This design comes from an exercise in tuning for small area, a short achievable clock period and few clock cycles on the open sky130 flow, not from production work.
At most, simulation tests tie the RTL to the original design; equivalence was not proved.
Power is estimated from default activity; no workload was simulated.

## job 104
## isb350c
module isb350c(input clk, input rst,
    output fetchEnable, output [15:0]fetchAddr,
    input fetchReady, input [15:0]fetchData,
    output loadEnable, output [15:0]loadAddr,
    input loadReady, input [15:0]loadData,
    output done, output [255:0]regs_out);
==> module isb350c, before the edit <==
module isb350c(input clk, input rst,
    output fetchEnable, output [15:0]fetchAddr,
    input fetchReady, input [15:0]fetchData,
    output loadEnable, output [15:0]loadAddr,
    input loadReady, input [15:0]loadData,
    output done, output [255:0]regs_out);
    localparam K_NONE = 2'd0, K_INSTR = 2'd1, K_DATA = 2'd2;
    reg [9:0]faddr;
    reg [1:0]fkind;
    reg [3:0]ftgt;
    reg [9:0]lpc;           
    reg lx;                 
    reg jv;                 
    reg [9:0]jpc, jtgt;
    reg [9:0]apc;
    reg [1:0]akind;
    reg [3:0]atgt;
    reg irv;                
    reg irl;                
    reg [15:0]ir;
    reg [9:0]irpc;
    reg [3:0]irt;
    reg e2v;                
    reg e2w;                
    reg e2ld, e2jeq, e2hlt;
    reg [3:0]e2rt;
    reg [15:0]va, vb;
    reg [9:0]e2tgt;         
    reg halted;
    reg done_r;
    reg [15:0]r[0:15];
    wire [15:0]sum = va + vb;
    wire e2we = e2w;
    wire e2redir = e2v && e2jeq && va == vb;
    wire e2load = e2v && e2ld;
    wire e2halt = e2v && e2hlt;
    wire stop = halted || e2halt;
    wire [2:0]op = ir[14:12];
    wire [3:0]ra = ir[11:8];
    wire [3:0]rb = ir[7:4];
    wire [3:0]rt = ir[3:0];
    wire is_imm = op == 3'd0 || op == 3'd4;    
    wire rd_ab = op == 3'd1 || op == 3'd5 || op == 3'd6;    
    wire wr_t = op == 3'd0 || op == 3'd1;     
    wire p2 = e2load;
    wire pf = fkind == K_DATA;
    wire pa = akind == K_DATA;
    function pend(input [3:0]x);
        pend = (p2 && e2rt == x) || (pf && ftgt == x) || (pa && atgt == x);
    endfunction
    wire hazard = (rd_ab && (pend(ra) || pend(rb))) || (wr_t && pend(rt));
    wire e1ok = irv && !e2redir && !stop;
    wire e1replay = e1ok && hazard;
    wire e1go = e1ok && !hazard;
    wire fwd_a = e2we && e2rt == ra;
    wire fwd_b = e2we && e2rt == rb;
    wire [15:0]rva = fwd_a ? sum : r[ra];
    wire [15:0]rvb = fwd_b ? sum : r[rb];
    wire aok = akind == K_INSTR && !e2redir && !e1replay && !stop;
    wire djmp = aok && fetchData[14:12] == 3'd2;
    wire [9:0]jtarget = fetchData[9:0];
    wire kill = e2redir || e1replay || djmp || stop;
    reg rst_r;
    always @(posedge clk) rst_r <= rst;
    wire [15:0]wdr = rst_r ? 16'h0000 : sum;
    integer k;
    always @(posedge clk) begin
        for (k = 0; k < 16; k = k + 1)
            if (rst_r || (e2we && e2rt == k))
                r[k] <= wdr;
    end
    wire [9:0]seq = lpc + {9'd0, !lx};
    wire fold = jv && seq == jpc;
    reg [9:0]oaddr, olpc;
    reg [1:0]okind;
    reg olx;
    always @(*) begin
        oaddr = seq;
        okind = K_INSTR;
        olpc = seq;
        olx = 0;
        if (stop) begin
            okind = K_NONE;
            olpc = lpc;
            olx = lx;
        end else if (e2redir) begin
            oaddr = e2tgt;
            olpc = e2tgt;
        end else if (e2load) begin
            oaddr = sum[9:0];
            okind = K_DATA;
            olpc = e1replay ? irpc : lpc;
            olx = e1replay ? 1'b1 : lx;
        end else if (e1replay) begin
            oaddr = irpc;
            olpc = irpc;
        end else if (fold) begin
            oaddr = jtgt;
            olpc = jtgt;
        end
    end
    wire jsel = djmp && !e2load;
    always @(posedge clk) begin
        if (rst) begin
            faddr <= 10'd0;
            fkind <= K_INSTR;
            lpc <= 10'd0;
            lx <= 0;
            jv <= 0;
            akind <= K_NONE;
            irv <= 0;
            irl <= 0;
            e2v <= 0;
            e2w <= 0;
            halted <= 0;
            done_r <= 0;
        end else begin
            faddr <= jsel ? jtarget : oaddr;
            fkind <= jsel ? K_INSTR : okind;
            lpc <= djmp ? jtarget : olpc;
            lx <= djmp ? e2load : olx;
            if (djmp) begin
                jv <= 1;
                jpc <= apc;
                jtgt <= jtarget;
            end
            akind <= (kill && fkind == K_INSTR) ? K_NONE : fkind;
            irv <= aok && !djmp;
            irl <= akind == K_DATA;
            e2v <= e1go;
            e2w <= irl || (e1go && wr_t);
            if (e2halt) halted <= 1;
            done_r <= stop && fkind != K_DATA && akind != K_DATA && !irl;
        end
        ftgt <= e2rt;
        apc <= faddr;
        atgt <= ftgt;
        ir <= fetchData;
        irpc <= apc;
        irt <= atgt;
        e2ld <= !irl && (op == 3'd4 || op == 3'd5);
        e2jeq <= !irl && op == 3'd6;
        e2hlt <= !irl && op == 3'd3;
        e2rt <= irl ? irt : rt;
        va <= irl ? ir : is_imm ? {8'h00, ir[11:4]} : rva;
        vb <= (irl || is_imm) ? 16'h0000 : rvb;
        e2tgt <= irpc + {6'd0, ir[3:0]};
    end
    assign fetchEnable = 1'b1;
    assign fetchAddr = {6'd0, faddr};
    assign loadEnable = 1'b0;
    assign loadAddr = 16'h0000;
    assign done = done_r;
    genvar g;
    generate
        for (g = 0; g < 16; g = g + 1) begin : regs_out_g
            assign regs_out[16*g +: 16] = r[g];
        end
    endgenerate
endmodule
clock: 12.0 ns
lec_check: 0
cap_margin: 20
core_margin: 2
core_utilization: 45
cts_cluster_diameter: 100
cts_cluster_size: 30
slew_margin: 20
tns_end_percent: 0
standard.sh (not shown) runs the stock make flow with config.mk's settings and CLKGATE_MAP_FILE= SYNTH_SCRIPT=/design/flow/synth_recipe.tcl, a recipe that flattens the netlist after the stock synthesis.
==> flow/flow/run.sh <==
#!/bin/bash
export SETUP_SLACK_MARGIN=8.5
export BUFFER_PORTS_ARGS="-buffer_cell sky130_fd_sc_hd__buf_1"
bash standard.sh > standard.log 2>&1
Testbench counts of job 104, summed over its fixed seeds: cycles 18,133.
diff inputs: job 104 => job 103
--- a/flow/design.v
+++ b/flow/design.v
@@ -41,8 +41,9 @@
     wire [3:0]rt = ir[3:0];
     wire is_imm = op == 3'd0 || op == 3'd4;    
     wire rd_ab = op == 3'd1 || op == 3'd5 || op == 3'd6;    
     wire wr_t = op == 3'd0 || op == 3'd1;     
+    wire is_jmp = op == 3'd2;
     wire p2 = e2load;
     wire pf = fkind == K_DATA;
     wire pa = akind == K_DATA;
     function pend(input [3:0]x);
@@ -50,17 +51,17 @@
     endfunction
     wire hazard = (rd_ab && (pend(ra) || pend(rb))) || (wr_t && pend(rt));
     wire e1ok = irv && !e2redir && !stop;
     wire e1replay = e1ok && hazard;
-    wire e1go = e1ok && !hazard;
+    wire e1jmp = e1ok && is_jmp;
+    wire e1go = e1ok && !hazard && !is_jmp;
+    wire [9:0]jtarget = ir[9:0];
     wire fwd_a = e2we && e2rt == ra;
     wire fwd_b = e2we && e2rt == rb;
     wire [15:0]rva = fwd_a ? sum : r[ra];
     wire [15:0]rvb = fwd_b ? sum : r[rb];
-    wire aok = akind == K_INSTR && !e2redir && !e1replay && !stop;
-    wire djmp = aok && fetchData[14:12] == 3'd2;
-    wire [9:0]jtarget = fetchData[9:0];
-    wire kill = e2redir || e1replay || djmp || stop;
+    wire aok = akind == K_INSTR && !e2redir && !e1replay && !e1jmp && !stop;
+    wire kill = e2redir || e1replay || e1jmp || stop;
     reg rst_r;
     always @(posedge clk) rst_r <= rst;
     wire [15:0]wdr = rst_r ? 16'h0000 : sum;
     integer k;
@@ -88,19 +89,21 @@
             olpc = e2tgt;
         end else if (e2load) begin
             oaddr = sum[9:0];
             okind = K_DATA;
-            olpc = e1replay ? irpc : lpc;
-            olx = e1replay ? 1'b1 : lx;
+            olpc = e1replay ? irpc : e1jmp ? jtarget : lpc;
+            olx = e1replay || e1jmp ? 1'b1 : lx;
         end else if (e1replay) begin
             oaddr = irpc;
             olpc = irpc;
+        end else if (e1jmp) begin
+            oaddr = jtarget;
+            olpc = jtarget;
         end else if (fold) begin
             oaddr = jtgt;
             olpc = jtgt;
         end
     end
-    wire jsel = djmp && !e2load;
     always @(posedge clk) begin
         if (rst) begin
             faddr <= 10'd0;
             fkind <= K_INSTR;
@@ -114,19 +117,19 @@
             e2w <= 0;
             halted <= 0;
             done_r <= 0;
         end else begin
-            faddr <= jsel ? jtarget : oaddr;
-            fkind <= jsel ? K_INSTR : okind;
-            lpc <= djmp ? jtarget : olpc;
-            lx <= djmp ? e2load : olx;
-            if (djmp) begin
+            faddr <= oaddr;
+            fkind <= okind;
+            lpc <= olpc;
+            lx <= olx;
+            if (e1jmp) begin
                 jv <= 1;
-                jpc <= apc;
+                jpc <= irpc;
                 jtgt <= jtarget;
             end
             akind <= (kill && fkind == K_INSTR) ? K_NONE : fkind;
-            irv <= aok && !djmp;
+            irv <= aok;
             irl <= akind == K_DATA;
             e2v <= e1go;
             e2w <= irl || (e1go && wr_t);
             if (e2halt) halted <= 1;
## What came out
Per the comparison of job 103 with job 104, area after synthesis lower, final area shrank by 390 sq um, internal power summed over all cells has remained practically unchanged, global-route usage moved up, detailed-route wire length rose 450 microns.
Against job 104, job 103 reports a utilization that is lower.
Relative to job 104, the maximum frequency of job 103 is lower by 0.76%.
Compared with job 104, job 103 shows a post-synthesis compound-gate area fraction that is 0.52 points lower.
Job 103 against job 104: hold slack has decreased, slack of the critical path decreased 0.028 ns.
Testbench counts of job 103, summed over its fixed seeds: cycles 18,342.

---

The RTL this note starts from:
==> flow/design.v <==
module isb350c(input clk, input rst,
    output fetchEnable, output [15:0]fetchAddr,
    input fetchReady, input [15:0]fetchData,
    output loadEnable, output [15:0]loadAddr,
    input loadReady, input [15:0]loadData,
    output done, output [255:0]regs_out);
    localparam K_NONE = 2'd0, K_INSTR = 2'd1, K_DATA = 2'd2;
    reg [9:0]faddr;
    reg [1:0]fkind;
    reg [3:0]ftgt;
    reg [9:0]lpc;           
    reg lx;                 
    reg jv;                 
    reg [9:0]jpc, jtgt;
    reg [9:0]apc;
    reg [1:0]akind;
    reg [3:0]atgt;
    reg irv;                
    reg irl;                
    reg [15:0]ir;
    reg [9:0]irpc;
    reg [3:0]irt;
    reg e2v;                
    reg e2w;                
    reg e2ld, e2jeq, e2hlt;
    reg [3:0]e2rt;
    reg [15:0]va, vb;
    reg e2eq;               
    reg [9:0]e2tgt;         
    reg halted;
    reg done_r;
    reg [15:0]r[0:15];
    wire [15:0]sum = va + vb;
    wire e2we = e2w;
    wire e2redir = e2v && e2jeq && e2eq;
    wire e2load = e2v && e2ld;
    wire e2halt = e2v && e2hlt;
    wire stop = halted || e2halt;
    wire [2:0]op = ir[14:12];
    wire [3:0]ra = ir[11:8];
    wire [3:0]rb = ir[7:4];
    wire [3:0]rt = ir[3:0];
    wire is_imm = op == 3'd0 || op == 3'd4;    
    wire rd_ab = op == 3'd1 || op == 3'd5 || op == 3'd6;    
    wire wr_t = op == 3'd0 || op == 3'd1;     
    wire is_jmp = op == 3'd2;
    wire p2 = e2load;
    wire pf = fkind == K_DATA;
    wire pa = akind == K_DATA;
    function pend(input [3:0]x);
        pend = (p2 && e2rt == x) || (pf && ftgt == x) || (pa && atgt == x);
    endfunction
    wire hazard = (rd_ab && (pend(ra) || pend(rb))) || (wr_t && pend(rt));
    wire e1ok = irv && !e2redir && !stop;
    wire e1replay = e1ok && hazard;
    wire e1jmp = e1ok && is_jmp;
    wire e1go = e1ok && !hazard && !is_jmp;
    wire [9:0]jtarget = ir[9:0];
    wire fwd_a = e2we && e2rt == ra;
    wire fwd_b = e2we && e2rt == rb;
    wire [15:0]rva = fwd_a ? sum : r[ra];
    wire [15:0]rvb = fwd_b ? sum : r[rb];
    wire aok = akind == K_INSTR && !e2redir && !e1replay && !e1jmp && !stop;
    wire kill = e2redir || e1replay || e1jmp || stop;
    reg rst_r;
    always @(posedge clk) rst_r <= rst;
    wire [15:0]wdr = rst_r ? 16'h0000 : sum;
    integer k;
    always @(posedge clk) begin
        for (k = 0; k < 16; k = k + 1)
            if (rst_r || (e2we && e2rt == k))
                r[k] <= wdr;
    end
    wire [9:0]seq = lpc + {9'd0, !lx};
    wire fold = jv && seq == jpc;
    reg [9:0]oaddr, olpc;
    reg [1:0]okind;
    reg olx;
    always @(*) begin
        oaddr = seq;
        okind = K_INSTR;
        olpc = seq;
        olx = 0;
        if (stop) begin
            okind = K_NONE;
            olpc = lpc;
            olx = lx;
        end else if (e2redir) begin
            oaddr = e2tgt;
            olpc = e2tgt;
        end else if (e2load) begin
            oaddr = sum[9:0];
            okind = K_DATA;
            olpc = e1replay ? irpc : e1jmp ? jtarget : lpc;
            olx = e1replay || e1jmp ? 1'b1 : lx;
        end else if (e1replay) begin
            oaddr = irpc;
            olpc = irpc;
        end else if (e1jmp) begin
            oaddr = jtarget;
            olpc = jtarget;
        end else if (fold) begin
            oaddr = jtgt;
            olpc = jtgt;
        end
    end
    always @(posedge clk) begin
        if (rst) begin
            faddr <= 10'd0;
            fkind <= K_INSTR;
            lpc <= 10'd0;
            lx <= 0;
            jv <= 0;
            akind <= K_NONE;
            irv <= 0;
            irl <= 0;
            e2v <= 0;
            e2w <= 0;
            halted <= 0;
            done_r <= 0;
        end else begin
            faddr <= oaddr;
            fkind <= okind;
            lpc <= olpc;
            lx <= olx;
            if (e1jmp) begin
                jv <= 1;
                jpc <= irpc;
                jtgt <= jtarget;
            end
            akind <= (kill && fkind == K_INSTR) ? K_NONE : fkind;
            irv <= aok;
            irl <= akind == K_DATA;
            e2v <= e1go;
            e2w <= irl || (e1go && wr_t);
            if (e2halt) halted <= 1;
            done_r <= stop && fkind != K_DATA && akind != K_DATA && !irl;
        end
        ftgt <= e2rt;
        apc <= faddr;
        atgt <= ftgt;
        ir <= fetchData;
        irpc <= apc;
        irt <= atgt;
        e2ld <= !irl && (op == 3'd4 || op == 3'd5);
        e2jeq <= !irl && op == 3'd6;
        e2hlt <= !irl && op == 3'd3;
        e2rt <= irl ? irt : rt;
        va <= irl ? ir : is_imm ? {8'h00, ir[11:4]} : rva;
        vb <= (irl || is_imm) ? 16'h0000 : rvb;
        e2eq <= rva == rvb;
        e2tgt <= irpc + {6'd0, ir[3:0]};
    end
    assign fetchEnable = 1'b1;
    assign fetchAddr = {6'd0, faddr};
    assign loadEnable = 1'b0;
    assign loadAddr = 16'h0000;
    assign done = done_r;
    genvar g;
    generate
        for (g = 0; g < 16; g = g + 1) begin : regs_out_g
            assign regs_out[16*g +: 16] = r[g];
        end
    endgenerate
endmodule
export LEC_CHECK = 0
export CAP_MARGIN = 20
export CORE_MARGIN = 2
export CORE_UTILIZATION = 35
export CTS_CLUSTER_DIAMETER = 100
export CTS_CLUSTER_SIZE = 30
export SLEW_MARGIN = 20
export TNS_END_PERCENT = 0
create_clock -name core_clock -period 12.0 [get_ports {clk}]
Scripts as last shown in full above: flow/flow/run.sh
Edit:
--- a/flow/design.v
+++ b/flow/design.v
@@ -23,18 +23,17 @@
     reg e2v;                
     reg e2w;                
     reg e2ld, e2jeq, e2hlt;
     reg [3:0]e2rt;
     reg [15:0]va, vb;
-    reg e2eq;               
     reg [9:0]e2tgt;         
     reg halted;
     reg done_r;
     reg [15:0]r[0:15];
     wire [15:0]sum = va + vb;
     wire e2we = e2w;
-    wire e2redir = e2v && e2jeq && e2eq;
+    wire e2redir = e2v && e2jeq && va == vb;
     wire e2load = e2v && e2ld;
     wire e2halt = e2v && e2hlt;
     wire stop = halted || e2halt;
     wire [2:0]op = ir[14:12];
     wire [3:0]ra = ir[11:8];
@@ -146,11 +145,10 @@
         e2jeq <= !irl && op == 3'd6;
         e2hlt <= !irl && op == 3'd3;
         e2rt <= irl ? irt : rt;
         va <= irl ? ir : is_imm ? {8'h00, ir[11:4]} : rva;
         vb <= (irl || is_imm) ? 16'h0000 : rvb;
-        e2eq <= rva == rvb;
         e2tgt <= irpc + {6'd0, ir[3:0]};
     end
     assign fetchEnable = 1'b1;
     assign fetchAddr = {6'd0, faddr};
     assign loadEnable = 1'b0;
=>
- combinational power drops by 19%
- maximum frequency drops by 1.5%
- sequential cell count drops by 1
- clock skew climbs by 37 ps
- total power drops by 8.1%
- final cell count drops by 13%
- cell area drops by 9.5%
- wire length drops by 13%
- register-to-register slack improves by 140 ps
- non-clock buffer count climbs by 8
- setup slack degrades by 56 ps
Testbench counts after the change, summed over its fixed seeds: cycles 18,342.
For the first run of this note, only the layout was checked, not whether the RTL still works.

[port drivers added, routing unchanged]
The flow's constraints put no driver on any port. The routed layouts listed below were extracted and timed again, unchanged, in two steps. Step 1 sets driving cells, clkbuf_16 on the clock port and buf_2 on the other inputs (assumed; they add their load-dependent delay and slew). Step 2 also shifts input and output timing later by t, the mid clock arrival at the registers, as if the neighbouring blocks saw the same clock. Three values: no drivers, after step 1, after step 2; two values: the first two.
run | t, ns | setup slack, ns | latest minus earliest clock arrival (ns)
job 104 | 0.607 | 8.343 / 8.285 / 7.861 | 0.046 / 0.046
job 103 | 0.609 | 8.315 / 8.255 / 8.279 | 0.040 / 0.041
the first run of note 2 | 0.628 | 8.287 / 8.223 / 8.303 | 0.038 / 0.038
the second run of note 2 | 0.639 | 8.231 / 8.166 / 8.264 | 0.072 / 0.073
After both steps every run listed still meets setup and hold. For job 104, which loses most, drivers alone change the setup slack by -0.058 ns; drivers and shift together by -0.482 ns.
